What follows belongs to an exercise in optimizing a design on an open flow for small area and a short achievable clock period; a production flow would make more cautious choices.
The RTL was checked by simulation tests, not by an equivalence proof against the original design.
Power is estimated from default activity; no workload was simulated.

== run A ==
## PIPELINE
module PIPELINE(input clk,
                input rst,
                input btn,
                input on,
                output [31:0] imem_addr,
                input  [31:0] imem_data,
                output [31:0] dmem_addr,
                output [31:0] dmem_wdata,
                output        dmem_we,
                output        dmem_re,
                input  [31:0] dmem_rdata,
                output        wb_we,
                output [4:0]  wb_reg,
                output [31:0] wb_data);
Size in the first run: roughly 4100 cells after synthesis, ~1300 flip-flops, ~200 I/O pins, about 0.059 sq mm of cells after synthesis.
==> flow/config.mk <==
export PLATFORM = sky130hd
export DESIGN_NAME = PIPELINE
export DESIGN_NICKNAME = PIPELINE
export VERILOG_FILES = /design/flow/design.v
export SDC_FILE = /design/flow/constraint.sdc
export NUM_CORES = 4
export LEC_CHECK = 0
export CAP_MARGIN = 20
export CELL_PAD_IN_SITES_DETAIL_PLACEMENT = 1
export CELL_PAD_IN_SITES_GLOBAL_PLACEMENT = 1
export CORE_MARGIN = 2
export CORE_UTILIZATION = 50
export CTS_BUF_LIST = sky130_fd_sc_hd__clkbuf_8
export CTS_CLUSTER_DIAMETER = 70
export CTS_CLUSTER_SIZE = 14
export PLACE_DENSITY = 0.55
export SETUP_SLACK_MARGIN = 3.2
export SLEW_MARGIN = 20
export SYNTH_HIERARCHICAL = 1
export TNS_END_PERCENT = 50
==> flow/constraint.sdc <==
create_clock -name core_clock -period 6.5 [get_ports {clk}]
set_input_delay 1.3000 -clock core_clock [delete_from_list [all_inputs] [get_ports {clk}]]
set_output_delay 1.3000 -clock core_clock [all_outputs]
set_load 0.01 [all_outputs]
standard.sh (not shown) runs the stock make flow with config.mk's settings and CLKGATE_MAP_FILE= SYNTH_SCRIPT=/design/flow/synth_recipe.tcl, a recipe that flattens the netlist after the stock synthesis.
==> flow/flow/run.sh <==
#!/bin/bash
# The standard layout (standard.sh, unchanged synthesis and steps), with
# the port buffers that buffer_ports inserts made of buf_2 cells instead of
# the delay buffers it picks by default. make's full output goes to
# flow_make.log here; ORFS keeps each step's log under orfs/logs/.
set -euo pipefail
export BUFFER_PORTS_ARGS="-buffer_cell sky130_fd_sc_hd__buf_2"
bash standard.sh finish > flow_make.log 2>&1
--- input diff run A..run B ---
# run A
export LEC_CHECK = 0
export CAP_MARGIN = 20
export CELL_PAD_IN_SITES_DETAIL_PLACEMENT = 1
export CELL_PAD_IN_SITES_GLOBAL_PLACEMENT = 1
export CORE_MARGIN = 2
export CORE_UTILIZATION = 50
export CTS_BUF_LIST = sky130_fd_sc_hd__clkbuf_8
export CTS_CLUSTER_DIAMETER = 70
export CTS_CLUSTER_SIZE = 14
export PLACE_DENSITY = 0.55
export SETUP_SLACK_MARGIN = 3.2
export SLEW_MARGIN = 20
export SYNTH_HIERARCHICAL = 1
export TNS_END_PERCENT = 50
create_clock -name core_clock -period 6.5 [get_ports {clk}]
# run B
export LEC_CHECK = 0
export CAP_MARGIN = 20
export CELL_PAD_IN_SITES_DETAIL_PLACEMENT = 1
export CELL_PAD_IN_SITES_GLOBAL_PLACEMENT = 1
export CORE_MARGIN = 2
export CORE_UTILIZATION = 50
export CTS_BUF_LIST = sky130_fd_sc_hd__clkbuf_8
export CTS_CLUSTER_DIAMETER = 60
export CTS_CLUSTER_SIZE = 12
export PLACE_DENSITY = 0.65
export SETUP_SLACK_MARGIN = 3.2
export SLEW_MARGIN = 20
export SYNTH_HIERARCHICAL = 1
export TNS_END_PERCENT = 5
create_clock -name core_clock -period 6.5 [get_ports {clk}]
Looking at number of violations reported at the end of detailed-routing iteration 0, run B sits 98 above run A. Between run B and run A, the final design area excluding fillers figures differ only marginally. Going from run A to run B, fmax now smaller, count of clock-buffer cells in the layout shows an increase of 29, combinational share of power went down by 1.2 points, number of vias in the routed layout level. Fraction of the core area covered by cells at the end of the flow delta (run A -> run B): insignificant. Run B vs run A — global-route usage rose 0.18 points. Taking run A as the reference, in run B non-filler instance count after layout flat, sequential share of layout area flat. Minimum clock period, run A and run B: smaller value in run A. Run B ended up with d_ir[22] as its launching instance or port of the critical path; run A ended up with d_ir[23].
Edits applied to the flow inputs when going from run B to run C:
# run B
export LEC_CHECK = 0
export CAP_MARGIN = 20
export CELL_PAD_IN_SITES_DETAIL_PLACEMENT = 1
export CELL_PAD_IN_SITES_GLOBAL_PLACEMENT = 1
export CORE_MARGIN = 2
export CORE_UTILIZATION = 50
export CTS_BUF_LIST = sky130_fd_sc_hd__clkbuf_8
export CTS_CLUSTER_DIAMETER = 60
export CTS_CLUSTER_SIZE = 12
export PLACE_DENSITY = 0.65
export SETUP_SLACK_MARGIN = 3.2
export SLEW_MARGIN = 20
export SYNTH_HIERARCHICAL = 1
export TNS_END_PERCENT = 5
create_clock -name core_clock -period 6.5 [get_ports {clk}]
# run C
export LEC_CHECK = 0
export CAP_MARGIN = 20
export CELL_PAD_IN_SITES_DETAIL_PLACEMENT = 1
export CELL_PAD_IN_SITES_GLOBAL_PLACEMENT = 1
export CORE_MARGIN = 2
export CORE_UTILIZATION = 50
export CTS_BUF_LIST = sky130_fd_sc_hd__clkbuf_8
export CTS_CLUSTER_DIAMETER = 70
export CTS_CLUSTER_SIZE = 14
export PLACE_DENSITY = 0.55
export SETUP_SLACK_MARGIN = 3.4
export SLEW_MARGIN = 20
export SYNTH_HIERARCHICAL = 1
export TNS_END_PERCENT = 25
create_clock -name core_clock -period 6.5 [get_ports {clk}]
### Flow results
Relative to run B, the count of plain and timing-repair buffers of run C is higher by about 17%.
Summary — initial antenna violation count, run C relative to run B: lower, by 7.
Higher layout clock buffer count goes to run B over run C.
Run C ends up with lower flip-flop and latch share of the layout cell area than run B does.
Per the comparison of run C with run B, global-route usage about even, critical path data required time has increased, clock insertion delay at the later pin of the skew report went down.

what the ideal ports hide:
In the flow no input, the clock included, has a driving cell. The finished layouts below were timed again as built, in two steps. Step 1, drivers: a clkbuf_16 drives clk and a buf_2 each remaining input, both assumed. Step 2, shift: input delay + t, output delay - t, t = (earliest + latest rising clock arrival at the registers) / 2. This alone moves slack from input paths to output paths. a / b / c = no drivers / after step 1 / after step 2; a / b = the first two.
| run | t, ns | setup slack, ns | worst setup path at the end | worst data-port slew with drivers (ns) |
|---|---|---|---|---|
| run A | 0.880 | 3.124 / 3.083 / 2.420 | input to register | 0.16 |
| run B | 0.930 | 3.011 / 3.011 / 2.309 | input to register | 0.15 |
| run C | 0.883 | 3.247 / 3.150 / 2.383 | input to register | 0.15 |
After both steps setup and hold are still met in every run listed. The setup slack of run C, which loses most, moves by -0.097 ns with the drivers and by -0.864 ns with both steps.
